Background: an optimization exercise with open tools, aiming at small area and a short achievable clock period. Do not read the settings as production practice.
No activity file was given, so power comes from the tool's default toggle rates.

==> job 2068 <==
// fp32_adder_tree_8_inputs
module fp32_adder_tree_8_inputs (
    input wire clk,
    input wire rst_n,
    input wire [127:0] dvr_fp32addtree8to1_s0,
    input wire [127:0] dvr_fp32addtree8to1_s1,
    input wire [2:0] cru_fp32addtree8to1,
    output wire [127:0] dr_fp32addtree8to1_d
);
export LEC_CHECK = 0
export ABC_AREA = 1
export CAP_MARGIN = 20
export CORE_MARGIN = 2
export CORE_UTILIZATION = 40
export SLEW_MARGIN = 20
create_clock -name core_clock -period 64.0 [get_ports {clk}]
standard.sh (not shown) runs the stock make flow with config.mk's settings and CLKGATE_MAP_FILE= SYNTH_SCRIPT=/design/flow/synth_recipe.tcl, a recipe that flattens the netlist after the stock synthesis.
==> flow/flow/run.sh <==
#!/bin/bash
# Layout flow: ORFS, with two changes to its synthesis script and a setup
# margin for timing repair.
#  - synthesis: Yosys's generic synth step runs without its quick ABC pass, so
#    the full adders written in the RTL reach extract_fa as written (no
#    inverters around them); the final ABC mapping uses flow/abc.script.
#  - layout: standard steps; repair_timing aims at SETUP_SLACK_MARGIN; the
#    port buffers are the platform's smallest buffer.
# Each tool's output goes to ORFS's own logs (orfs/logs/...); make's output to flow.log.
set -euo pipefail
HERE=$(pwd)
FL=$HERE/flow
source $FL/params.sh
sed -e 's#^source \$::env(SCRIPTS_DIR)/synth_preamble.tcl#&\nset abc_args [lreplace $abc_args 1 1 '"$FL"'/abc.script]#' \
    -e 's#synth -top \$::env(DESIGN_NAME) -run fine: {\*}\$synth_full_args#& -noabc#' \
    $FLOW_HOME/scripts/synth.tcl > $HERE/my_synth.tcl
grep -q -- '-noabc' $HERE/my_synth.tcl
grep -q 'abc.script\]' $HERE/my_synth.tcl
sed -e "s#source \$::env(SCRIPTS_DIR)/synth.tcl#source $HERE/my_synth.tcl#" synth_recipe.tcl > my_synth_recipe.tcl
grep -q my_synth.tcl my_synth_recipe.tcl
sed -e "s#SYNTH_SCRIPT=[^ ]*#SYNTH_SCRIPT=$HERE/my_synth_recipe.tcl#" standard.sh > my_standard.sh
grep -q my_synth_recipe.tcl my_standard.sh
export SETUP_SLACK_MARGIN=$MARGIN
# every port still gets a buffer, the smallest one
export BUFFER_PORTS_ARGS="${PORTBUF:--buffer_cell sky130_fd_sc_hd__buf_1}"
bash my_standard.sh finish > flow.log 2>&1
==> flow/flow/abc.script <==
strash
dch
map -B 0.9
topo
mfs
strash
dch
map -B 0.9
topo
mfs
strash
dch
map -B 0.9
topo
stime -c
==> flow/flow/params.sh <==
MARGIN=43

==> job 3351: changes against job 2068 <==
--- a/flow/design.v
+++ b/flow/design.v
@@ -1007,24 +1007,156 @@
     wire r = nn[9];
     wire st = |(mag[8:0] & (9'h1ff >> sh));
     wire rnd = g & (r | st | nn[11]);
     wire [8:0] e3 = {1'b0, exp_in} + 9'd3;
     wire [8:0] e4 = {1'b0, exp_in} + 9'd4;
     wire [8:0] nsh = ~{3'b0, sh};
     wire [8:0] x3, x4;
-    wire [6:0] l3 = {1'b0, e3[5:0]} + {1'b0, ~sh} + 7'd1;
-    wire [6:0] l4 = {1'b0, e4[5:0]} + {1'b0, ~sh} + 7'd1;
-    wire [2:0] h3m = e3[8:6] - 3'd1;
-    wire [2:0] h4m = e4[8:6] - 3'd1;
-    assign x3 = {l3[6] ? e3[8:6] : h3m, l3[5:0]};
-    assign x4 = {l4[6] ? e4[8:6] : h4m, l4[5:0]};
-    wire [8:0] t3 = {1'b0, exp_in} - 9'd252;
-    wire [8:0] t4 = {1'b0, exp_in} - 9'd251;
-    wire ov3 = ~t3[8] & ({3'b0, sh} <= t3);
-    wire ov4 = ~t4[8] & ({3'b0, sh} <= t4);
+    wire xe_1 = e3[0] & nsh[0];
+    wire xe_2 = e3[1] & nsh[1];
+    wire xe_3 = e3[2] & nsh[2];
+    wire xe_4 = e3[3] & nsh[3];
+    wire xe_5 = e3[4] & nsh[4];
+    wire xe_6 = e3[5] & nsh[5];
+    wire xe_7 = e3[6] & nsh[6];
+    wire xe_8 = e3[7] & nsh[7];
+    wire xe_9 = e3[8] & nsh[8];
+    wire xe_10 = e3[0] ^ nsh[0];
+    wire xe_11 = e3[1] ^ nsh[1];
+    wire xe_12 = e3[2] ^ nsh[2];
+    wire xe_13 = e3[3] ^ nsh[3];
+    wire xe_14 = e3[4] ^ nsh[4];
+    wire xe_15 = e3[5] ^ nsh[5];
+    wire xe_16 = e3[6] ^ nsh[6];
+    wire xe_17 = e3[7] ^ nsh[7];
+    wire xe_18 = e3[8] ^ nsh[8];
+    wire xe_19 = xe_1 | (xe_10 & 1'b1);
+    wire xe_20 = xe_2 | (xe_11 & xe_19);
+    wire xe_21 = xe_11 & xe_10;
+    wire xe_22 = xe_3 | (xe_12 & xe_2);
+    wire xe_23 = xe_12 & xe_11;
+    wire xe_24 = xe_4 | (xe_13 & xe_3);
+    wire xe_25 = xe_13 & xe_12;
+    wire xe_26 = xe_5 | (xe_14 & xe_4);
+    wire xe_27 = xe_14 & xe_13;
+    wire xe_28 = xe_6 | (xe_15 & xe_5);
+    wire xe_29 = xe_15 & xe_14;
+    wire xe_30 = xe_7 | (xe_16 & xe_6);
+    wire xe_31 = xe_16 & xe_15;
+    wire xe_32 = xe_8 | (xe_17 & xe_7);
+    wire xe_33 = xe_17 & xe_16;
+    wire xe_34 = xe_9 | (xe_18 & xe_8);
+    wire xe_35 = xe_18 & xe_17;
+    wire xe_36 = xe_22 | (xe_23 & xe_19);
+    wire xe_37 = xe_23 & xe_10;
+    wire xe_38 = xe_24 | (xe_25 & xe_20);
+    wire xe_39 = xe_25 & xe_21;
+    wire xe_40 = xe_26 | (xe_27 & xe_22);
+    wire xe_41 = xe_27 & xe_23;
+    wire xe_42 = xe_28 | (xe_29 & xe_24);
+    wire xe_43 = xe_29 & xe_25;
+    wire xe_44 = xe_30 | (xe_31 & xe_26);
+    wire xe_45 = xe_31 & xe_27;
+    wire xe_46 = xe_32 | (xe_33 & xe_28);
+    wire xe_47 = xe_33 & xe_29;
+    wire xe_48 = xe_34 | (xe_35 & xe_30);
+    wire xe_49 = xe_35 & xe_31;
+    wire xe_50 = xe_40 | (xe_41 & xe_19);
+    wire xe_51 = xe_41 & xe_10;
+    wire xe_52 = xe_42 | (xe_43 & xe_20);
+    wire xe_53 = xe_43 & xe_21;
+    wire xe_54 = xe_44 | (xe_45 & xe_36);
+    wire xe_55 = xe_45 & xe_37;
+    wire xe_56 = xe_46 | (xe_47 & xe_38);
+    wire xe_57 = xe_47 & xe_39;
+    wire xe_58 = xe_48 | (xe_49 & xe_40);
+    wire xe_59 = xe_49 & xe_41;
+    wire xe_60 = xe_58 | (xe_59 & xe_19);
+    wire xe_61 = xe_59 & xe_10;
+    assign x3[0] = xe_10 ^ 1'b1;
+    assign x3[1] = xe_11 ^ xe_19;
+    assign x3[2] = xe_12 ^ xe_20;
+    assign x3[3] = xe_13 ^ xe_36;
+    assign x3[4] = xe_14 ^ xe_38;
+    assign x3[5] = xe_15 ^ xe_50;
+    assign x3[6] = xe_16 ^ xe_52;
+    assign x3[7] = xe_17 ^ xe_54;
+    assign x3[8] = xe_18 ^ xe_56;
+    wire xe_62 = e4[0] & nsh[0];
+    wire xe_63 = e4[1] & nsh[1];
+    wire xe_64 = e4[2] & nsh[2];
+    wire xe_65 = e4[3] & nsh[3];
+    wire xe_66 = e4[4] & nsh[4];
+    wire xe_67 = e4[5] & nsh[5];
+    wire xe_68 = e4[6] & nsh[6];
+    wire xe_69 = e4[7] & nsh[7];
+    wire xe_70 = e4[8] & nsh[8];
+    wire xe_71 = e4[0] ^ nsh[0];
+    wire xe_72 = e4[1] ^ nsh[1];
+    wire xe_73 = e4[2] ^ nsh[2];
+    wire xe_74 = e4[3] ^ nsh[3];
+    wire xe_75 = e4[4] ^ nsh[4];
+    wire xe_76 = e4[5] ^ nsh[5];
+    wire xe_77 = e4[6] ^ nsh[6];
+    wire xe_78 = e4[7] ^ nsh[7];
+    wire xe_79 = e4[8] ^ nsh[8];
+    wire xe_80 = xe_62 | (xe_71 & 1'b1);
+    wire xe_81 = xe_63 | (xe_72 & xe_80);
+    wire xe_82 = xe_72 & xe_71;
+    wire xe_83 = xe_64 | (xe_73 & xe_63);
+    wire xe_84 = xe_73 & xe_72;
+    wire xe_85 = xe_65 | (xe_74 & xe_64);
+    wire xe_86 = xe_74 & xe_73;
+    wire xe_87 = xe_66 | (xe_75 & xe_65);
+    wire xe_88 = xe_75 & xe_74;
+    wire xe_89 = xe_67 | (xe_76 & xe_66);
+    wire xe_90 = xe_76 & xe_75;
+    wire xe_91 = xe_68 | (xe_77 & xe_67);
+    wire xe_92 = xe_77 & xe_76;
+    wire xe_93 = xe_69 | (xe_78 & xe_68);
+    wire xe_94 = xe_78 & xe_77;
+    wire xe_95 = xe_70 | (xe_79 & xe_69);
+    wire xe_96 = xe_79 & xe_78;
+    wire xe_97 = xe_83 | (xe_84 & xe_80);
+    wire xe_98 = xe_84 & xe_71;
+    wire xe_99 = xe_85 | (xe_86 & xe_81);
+    wire xe_100 = xe_86 & xe_82;
+    wire xe_101 = xe_87 | (xe_88 & xe_83);
+    wire xe_102 = xe_88 & xe_84;
+    wire xe_103 = xe_89 | (xe_90 & xe_85);
+    wire xe_104 = xe_90 & xe_86;
+    wire xe_105 = xe_91 | (xe_92 & xe_87);
+    wire xe_106 = xe_92 & xe_88;
+    wire xe_107 = xe_93 | (xe_94 & xe_89);
+    wire xe_108 = xe_94 & xe_90;
+    wire xe_109 = xe_95 | (xe_96 & xe_91);
+    wire xe_110 = xe_96 & xe_92;
+    wire xe_111 = xe_101 | (xe_102 & xe_80);
+    wire xe_112 = xe_102 & xe_71;
+    wire xe_113 = xe_103 | (xe_104 & xe_81);
+    wire xe_114 = xe_104 & xe_82;
+    wire xe_115 = xe_105 | (xe_106 & xe_97);
+    wire xe_116 = xe_106 & xe_98;
+    wire xe_117 = xe_107 | (xe_108 & xe_99);
+    wire xe_118 = xe_108 & xe_100;
+    wire xe_119 = xe_109 | (xe_110 & xe_101);
+    wire xe_120 = xe_110 & xe_102;
+    wire xe_121 = xe_119 | (xe_120 & xe_80);
+    wire xe_122 = xe_120 & xe_71;
+    assign x4[0] = xe_71 ^ 1'b1;
+    assign x4[1] = xe_72 ^ xe_80;
+    assign x4[2] = xe_73 ^ xe_81;
+    assign x4[3] = xe_74 ^ xe_97;
+    assign x4[4] = xe_75 ^ xe_99;
+    assign x4[5] = xe_76 ^ xe_111;
+    assign x4[6] = xe_77 ^ xe_113;
+    assign x4[7] = xe_78 ^ xe_115;
+    assign x4[8] = xe_79 ^ xe_117;
+    wire ov3 = x3 >= 9'd255;
+    wire ov4 = x4 >= 9'd255;
     wire [22:0] mr;
     wire [22:0] mant = nn[33:11];
     wire rn_1 = mant[1] & mant[0];
     wire rn_2 = mant[2] & mant[1];
     wire rn_3 = mant[3] & mant[2];
     wire rn_4 = mant[4] & mant[3];
     wire rn_5 = mant[5] & mant[4];
==> flow/flow/params.sh (replaced) <==
MARGIN=44.5

==> qor summary <==
Pin slew with the least headroom to its limit: job 3351 1.12 ns; job 2068 1.02 ns
Register cell area after layout: job 3351 0.00174 sq mm; job 2068 0.00173 sq mm
Proportion of cell area occupied by registers: job 3351 0.0370; job 2068 0.0452
Largest voltage drop on the vdd net: job 3351 0.0000693 V; job 2068 0.0000812 V
Internal power: job 3351 1.04 mW; job 2068 781 uW
Placed cells: job 3351 7106; job 2068 7030
Worst EP arrival: job 3351 20.55 ns; job 2068 21.06 ns
Final non-filler cell total: job 3351 7500; job 2068 7085
Fraction of the cycle the final worst path needs: job 3351 0.318; job 2068 0.325
Run status: job 3351 no timing/DRC/antenna violations; job 2068 no timing/DRC/antenna violations
Worst setup slack after placement: job 3351 40.63 ns; job 2068 39.97 ns
Inverters, non-clock: job 3351 573; job 2068 535
Clock transition at the register clock pins on the worst setup and hold paths after CTS: job 3351 0.07 ns; job 2068 0.08 ns
No functional check of the RTL was part of any run of this note.

static timing again, ports no longer ideal:
No port has a modelled driver above. Below, the same layouts with a new extraction and two added sets of constraints.
Step 1: set_driving_cell puts a clkbuf_16 on clk and a buf_2 on each other input, an assumption about the parent block.
Step 2 also shifts input and output timing later by t, the mid clock arrival at the registers, as if the neighbouring blocks saw the same clock.
a / b / c = no drivers / after step 1 / after step 2; a / b = the first two.
run	t, ns	setup slack, ns	hold WS [ns]	worst slew at a driven data input, ns	pins driven straight from the clock port
job 2068	0.409	43.187 / 43.219 / 42.810	12.194 / 12.168 / 12.577	0.13	1
job 3351	0.395	43.680 / 43.700 / 43.306	12.194 / 12.175 / 12.570	0.16	1
After both steps setup and hold are still met in every run listed. For job 2068, which loses most, drivers alone change the setup slack by +0.032 ns; drivers and shift together by -0.377 ns.
